Background: an optimization exercise with open tools, aiming at small area and a short achievable clock period. Do not read the settings as production practice. Where RTL was checked, it was by simulation tests only, not by an equivalence proof against the original. No activity file was given, so power comes from the tool's default toggle rates.

==> flow/design.v <==
`timescale 1ns / 1ps
module Processor(
    input wire clk,
    input wire reset,
    input wire [15:0] instruction,
    input wire [31:0] data_in,
    output reg [31:0] pc,
    output wire [9:0] addr,
    output wire [31:0] data_out
    );
function [31:0] rev32(input [31:0] x);
    integer n;
    begin
        for (n = 0; n < 32; n = n + 1) rev32[n] = x[31-n];
    end
endfunction
reg [15:0] i1;
reg [4:0]  op2;
reg [2:0]  a2;
reg [1:0]  c2;
reg [7:0]  v2;
reg        sub2, st2;
reg [31:0] opA, opB;
reg [31:0] res3;
reg [2:0]  d3;
reg        we3, l3, n3;
reg [31:0] R [0:7];
wire isN   = (op2 == 5'd1);
wire isL   = (op2 == 5'd16);
wire isADD = (op2 == 5'd3);
wire isAND = (op2 == 5'd7);
wire isOR  = (op2 == 5'd8);
wire isXOR = (op2 == 5'd9);
wire isNAND= (op2 == 5'd10);
wire isNOR = (op2 == 5'd11);
wire isXNOR= (op2 == 5'd12);
wire isSHR = (op2 == 5'd13);
wire isSRA = (op2 == 5'd14);
wire isSHL = (op2 == 5'd15);
wire isLDC = (op2 == 5'd17);
wire isJA  = (op2 == 5'd19);
wire isJ0  = (op2 == 5'd20);
wire isJC1 = (op2 == 5'd21);
wire isJC2 = (op2 == 5'd22);
wire we    = (op2 >= 5'd3) && (op2 <= 5'd17);
wire [31:0] bb = opB ^ {32{sub2}};
wire [31:0] ap = opA ^ bb;
wire [31:0] ag = opA & bb;
reg [31:0] G [0:5];
reg [31:0] P [0:5];
integer l, i, j;
always @(*) begin
    G[0] = ag;
    P[0] = ap;
    G[0][0] = ag[0] | (ap[0] & sub2);
    for (l = 0; l < 5; l = l + 1) begin
        G[l+1] = G[l];
        P[l+1] = P[l];
        for (i = 0; i < 32; i = i + 1) begin
            if (i[l]) begin
                j = ((i >> l) << l) - 1;
                G[l+1][i] = G[l][i] | (P[l][i] & G[l][j]);
                P[l+1][i] = P[l][i] & P[l][j];
            end
        end
    end
end
wire [31:0] sum = ap ^ {G[5][30:0], sub2};
wire [31:0] lg = opA & opB;
wire [31:0] lo = opA | opB;
wire [31:0] lx = opA ^ opB;
wire fill = isSRA & opA[31];
wire [31:0] s0 = v2[0] ? {fill, opA[31:1]} : opA;
wire [31:0] s1 = v2[1] ? {{2{fill}}, s0[31:2]} : s0;
wire [31:0] s2 = v2[2] ? {{4{fill}}, s1[31:4]} : s1;
wire [31:0] s3 = v2[3] ? {{8{fill}}, s2[31:8]} : s2;
wire [31:0] s4 = v2[4] ? {{16{fill}}, s3[31:16]} : s3;
wire [31:0] sh = v2[5] ? {32{fill}} : s4;
wire nr = ~reset;
wire [31:0] ex_res =
      ({32{(isADD | sub2) & nr}} & sum)
    | ({32{isAND & nr}}  & lg)
    | ({32{isOR & nr}}   & lo)
    | ({32{isXOR & nr}}  & lx)
    | ({32{isNAND & nr}} & ~lg)
    | ({32{isNOR & nr}}  & ~lo)
    | ({32{isXNOR & nr}} & ~lx)
    | ({32{(isSHR | isSRA) & nr}} & sh)
    | ({32{isSHL & nr}}  & rev32(sh))
    | ({32{isLDC & nr}}  & {opA[31:8], v2});
reg cond_ok;
always @(*) begin
    case (c2)
        2'd0: cond_ok = opA[31];
        2'd1: cond_ok = ~opA[31];
        2'd2: cond_ok = (opA == 32'd0);
        default: cond_ok = (opA != 32'd0);
    endcase
end
wire update_pc = isJA | isJ0 | ((isJC1 | isJC2) & cond_ok);
wire [31:0] pc_new = ({32{isJA}} & opA) | ({32{isJC1}} & opB)
                   | ({32{isJC2}} & {26'd0, v2[5:0]});
assign addr     = {10{st2}} & opA[9:0];
assign data_out = {32{st2}} & opB;
wire [31:0] wb_val = l3 ? data_in : res3;
wire [1:0] cls = i1[15:14];
wire [4:0] f   = i1[13:9];
wire c_alu = (cls == 2'b01);
wire c_ls  = (cls == 2'b10);
wire c_j   = (cls == 2'b11);
wire shft  = (f == 5'd13) | (f == 5'd14) | (f == 5'd15);
wire [2:0] lk = i1[13:11];
wire [1:0] jk = i1[13:12];
wire T_alu2 = c_alu & ~shft;
reg [4:0] rop;
always @(*) begin
    rop = 5'd0;
    case (cls)
        2'b01:
            case (f)
                5'd3, 5'd4: rop = 5'd3;
                5'd5, 5'd6: rop = 5'd5;
                5'd1, 5'd7, 5'd8, 5'd9, 5'd10, 5'd11, 5'd12, 5'd13, 5'd14,
                5'd15, 5'd16, 5'd17, 5'd18, 5'd19, 5'd21, 5'd22: rop = f;
                5'd20: rop = 5'd19;
                default: rop = 5'd0;
            endcase
        2'b10:
            case (lk)
                3'd0: rop = 5'd16;
                3'd1: rop = 5'd17;
                3'd2: rop = 5'd18;
                default: rop = 5'd0;
            endcase
        2'b11:
            case (jk)
                2'd0: rop = 5'd19;
                2'd1: rop = 5'd20;
                2'd2: rop = i1[11] ? 5'd0 : 5'd21;
                default: rop = i1[11] ? 5'd0 : 5'd22;
            endcase
        default: rop = (f == 5'd1) ? 5'd1 : 5'd0;
    endcase
end
wire [2:0] raddr = c_alu ? i1[8:6] : c_ls ? i1[10:8] : 3'd0;
wire [1:0] rcond = c_j ? i1[10:9] : 2'd0;
wire [7:0] rval  = {c_ls ? i1[7:6] : 2'b00, T_alu2 ? 6'd0 : i1[5:0]};
function [2:0] srcA(input [15:0] w);
    begin
        if (w[15:14] == 2'b01)
            srcA = ((w[13:9] == 5'd13) | (w[13:9] == 5'd14) | (w[13:9] == 5'd15))
                   ? w[8:6] : w[5:3];
        else if (w[15:14] == 2'b10)
            srcA = w[10:8];
        else if (w[13:12] == 2'd0)
            srcA = w[2:0];
        else
            srcA = w[8:6];
    end
endfunction
function [4:0] hazard(input [15:0] w, input [2:0] a, input n2, input l2,
                      input [2:0] d, input n3, input l3);
    reg alu, sh, t_sh, t_alu2, t_1, t_2, ls, jp;
    reg ae86, ae53, ae108, ae20, aw86, aw53, aw108, aw20;
    reg mAe, mAw, mBe, mBw;
    begin
        alu = (w[15:14] == 2'b01);
        ls  = (w[15:14] == 2'b10);
        jp  = (w[15:14] == 2'b11);
        sh  = (w[13:9] == 5'd13) | (w[13:9] == 5'd14) | (w[13:9] == 5'd15);
        t_sh   = alu & sh;
        t_alu2 = alu & ~sh;
        t_1 = (ls & (w[13:11] == 3'd1)) | (jp & (w[13:12] == 2'd0))
            | (jp & (w[13:12] == 2'd3));
        t_2 = (ls & (w[13:11] == 3'd2)) | (jp & (w[13:12] == 2'd2));
        ae86 = (w[8:6] == a);  aw86 = (w[8:6] == d);
        ae53 = (w[5:3] == a);  aw53 = (w[5:3] == d);
        ae108 = (w[10:8] == a); aw108 = (w[10:8] == d);
        ae20 = (w[2:0] == a);  aw20 = (w[2:0] == d);
        if (alu) begin
            mAe = sh ? ae86 : ae53;
            mAw = sh ? aw86 : aw53;
        end else if (ls) begin
            mAe = ae108;
            mAw = aw108;
        end else if (w[13:12] == 2'd0) begin
            mAe = ae20;
            mAw = aw20;
        end else begin
            mAe = ae86;
            mAw = aw86;
        end
        mBe = ae20;
        mBw = aw20;
        hazard[4] = l2 & (((t_sh | t_1) & mAe) | (t_alu2 & (mAe | mBe))
                        | (t_2 & (mAe | (~mAw & mBe))));
        hazard[3] = ((t_sh | t_alu2) & mAe & ~n2) | ((t_1 | t_2) & mAe);
        hazard[2] = (t_alu2 & ~mAe & mBe & ~n2) | (t_2 & ~mAe & ~mAw & mBe);
        hazard[1] = (t_sh & ~mAe & mAw & (l3 | ~n2))
                  | (t_alu2 & ~mAe & ~mBe & mAw & (l3 | ~n3))
                  | ((t_1 | t_2) & ~mAe & mAw);
        hazard[0] = (t_alu2 & ~mAe & ~mBe & ~mAw & mBw & (l3 | ~n2))
                  | (t_2 & ~mAe & ~mAw & ~mBe & mBw);
    end
endfunction
reg [7:0] selA, selB;   
reg freeze, fAe, fBe, fAw, fBw;
wire [2:0] d3n = we ? a2 : 3'd0;
wire [4:0] hz_load = hazard(instruction, raddr, rop == 5'd1, rop == 5'd16,
                            d3n, isN, isL);
wire [4:0] hz_hold = hazard(i1, 3'd0, 1'b1, 1'b0, a2, 1'b0, 1'b1);
reg [31:0] rfA, rfB;
integer q;
always @(*) begin
    rfA = 32'd0; rfB = 32'd0;
    for (q = 0; q < 8; q = q + 1) begin
        rfA = rfA | ({32{selA[q]}} & R[q]);
        rfB = rfB | ({32{selB[q]}} & R[q]);
    end
end
wire [31:0] a_src = fAe ? ex_res : (fAw ? wb_val : rfA);
wire [31:0] b_src = fBe ? ex_res : (fBw ? wb_val : rfB);
wire rshl = (rop == 5'd15);
wire kill = reset | update_pc;
always @(posedge clk) begin
    if (reset)
        pc <= 32'd0;
    else if (update_pc)
        pc <= pc_new;
    else if (!freeze)
        pc <= pc + 32'd1;
    if (kill)
        i1[15:9] <= 7'b0000001;
    else if (!freeze)
        i1[15:9] <= instruction[15:9];
    if (!freeze) begin
        i1[8:0] <= instruction[8:0];
        selA <= 8'd1 << srcA(instruction);
        selB <= 8'd1 << instruction[2:0];
    end
    if (kill)
        {freeze, fAe, fBe, fAw, fBw} <= 5'd0;
    else if (freeze)
        {freeze, fAe, fBe, fAw, fBw} <= hz_hold;
    else
        {freeze, fAe, fBe, fAw, fBw} <= hz_load;
    if (kill | freeze) begin
        op2  <= 5'd1;
        a2   <= 3'd0;
        sub2 <= 1'b0;
        st2  <= 1'b0;
    end else begin
        op2  <= rop;
        a2   <= raddr;
        sub2 <= (rop == 5'd5);
        st2  <= (rop == 5'd18);
    end
    c2  <= rcond;
    v2  <= rval;
    opA <= rshl ? rev32(a_src) : a_src;
    opB <= b_src;
    res3 <= ex_res;
    d3   <= (we & nr) ? a2 : 3'd0;
    we3  <= we & nr;
    l3   <= isL & nr;
    n3   <= isN & nr;
end
integer k;
always @(posedge clk) begin
    if (reset) begin
        for (k = 0; k < 8; k = k + 1) R[k] <= 32'd0;
    end else if (we3) begin
        R[d3] <= wb_val;
    end
end
endmodule
make LEC_CHECK=0 CAP_MARGIN=20 CORE_MARGIN=2 CORE_UTILIZATION=40 PLACE_DENSITY=0.6 SETUP_SLACK_MARGIN=3.0 SLEW_MARGIN=20 finish   # period 6.5 ns
run.sh (not shown) runs the stock make flow with config.mk's settings and CLKGATE_MAP_FILE= SYNTH_SCRIPT=/design/flow/synth_recipe.tcl, a recipe that flattens the netlist after the stock synthesis.
==> next run, changes <==
--- a/flow/design.v
+++ b/flow/design.v
@@ -38,34 +38,14 @@
 wire isSRA = (op2 == 5'd14);
 wire isSHL = (op2 == 5'd15);
 wire isLDC = (op2 == 5'd17);
+wire isST  = (op2 == 5'd18);
 wire isJA  = (op2 == 5'd19);
 wire isJ0  = (op2 == 5'd20);
 wire isJC1 = (op2 == 5'd21);
 wire isJC2 = (op2 == 5'd22);
 wire we    = (op2 >= 5'd3) && (op2 <= 5'd17);
-wire [31:0] bb = opB ^ {32{sub2}};
-wire [31:0] ap = opA ^ bb;
-wire [31:0] ag = opA & bb;
-reg [31:0] G [0:5];
-reg [31:0] P [0:5];
-integer l, i, j;
-always @(*) begin
-    G[0] = ag;
-    P[0] = ap;
-    G[0][0] = ag[0] | (ap[0] & sub2);
-    for (l = 0; l < 5; l = l + 1) begin
-        G[l+1] = G[l];
-        P[l+1] = P[l];
-        for (i = 0; i < 32; i = i + 1) begin
-            if (i[l]) begin
-                j = ((i >> l) << l) - 1;
-                G[l+1][i] = G[l][i] | (P[l][i] & G[l][j]);
-                P[l+1][i] = P[l][i] & P[l][j];
-            end
-        end
-    end
-end
-wire [31:0] sum = ap ^ {G[5][30:0], sub2};
+wire [32:0] sum33 = {opA, 1'b1} + {opB ^ {32{sub2}}, sub2};
+wire [31:0] sum = sum33[32:1];
 wire [31:0] lg = opA & opB;
 wire [31:0] lo = opA | opB;
 wire [31:0] lx = opA ^ opB;
@@ -203,23 +183,14 @@
                   | (t_2 & ~mAe & ~mAw & ~mBe & mBw);
     end
 endfunction
-reg [7:0] selA, selB;   
+reg [2:0] sA1;
 reg freeze, fAe, fBe, fAw, fBw;
 wire [2:0] d3n = we ? a2 : 3'd0;
 wire [4:0] hz_load = hazard(instruction, raddr, rop == 5'd1, rop == 5'd16,
                             d3n, isN, isL);
 wire [4:0] hz_hold = hazard(i1, 3'd0, 1'b1, 1'b0, a2, 1'b0, 1'b1);
-reg [31:0] rfA, rfB;
-integer q;
-always @(*) begin
-    rfA = 32'd0; rfB = 32'd0;
-    for (q = 0; q < 8; q = q + 1) begin
-        rfA = rfA | ({32{selA[q]}} & R[q]);
-        rfB = rfB | ({32{selB[q]}} & R[q]);
-    end
-end
-wire [31:0] a_src = fAe ? ex_res : (fAw ? wb_val : rfA);
-wire [31:0] b_src = fBe ? ex_res : (fBw ? wb_val : rfB);
+wire [31:0] a_src = fAe ? ex_res : (fAw ? wb_val : R[sA1]);
+wire [31:0] b_src = fBe ? ex_res : (fBw ? wb_val : R[i1[2:0]]);
 wire rshl = (rop == 5'd15);
 wire kill = reset | update_pc;
 always @(posedge clk) begin
@@ -235,8 +206,7 @@
         i1[15:9] <= instruction[15:9];
     if (!freeze) begin
         i1[8:0] <= instruction[8:0];
-        selA <= 8'd1 << srcA(instruction);
-        selB <= 8'd1 << instruction[2:0];
+        sA1 <= srcA(instruction);
     end
     if (kill)
         {freeze, fAe, fBe, fAw, fBw} <= 5'd0;
Clock-buffer cell count increases by 8. Final area increases by 4.2%. Area after synthesis increases by 5.1%. Worst hold slack got worse by 0.081 ns. Non-clock buffer count decreases by 10. Critical path depth increases by 2. Cell count decreases by 2.3%. Total power decreases by 3.4%. Die area increases by 5.0%.
The RTL of the second run of this note was laid out without a check of its function.

port drivers added, routing unchanged:
No port has a modelled driver above. Below, the same layouts with a new extraction and two added sets of constraints. Step 1, drivers: a clkbuf_16 drives clk and a buf_2 each remaining input, both assumed. Step 2, shift: input delay + t, output delay - t, t = (earliest + latest rising clock arrival at the registers) / 2. This alone moves slack from input paths to output paths. a / b / c = ideal ports / drivers / drivers and shift; a / b = the first two.
run	t, ns	setup slack, ns	hold slack, ns	clock arrival spread, ns	worst slew at a driven data input, ns
the first run	0.681	2.952 / 2.952 / 2.387	0.550 / 0.550 / 0.550	0.064 / 0.064	0.05
the second run	0.648	3.060 / 3.035 / 2.468	0.470 / 0.470 / 0.470	0.040 / 0.040	0.05
After both steps setup and hold are still met in every run listed. For the second run, which loses most, drivers alone change the setup slack by -0.025 ns; drivers and shift together by -0.592 ns.
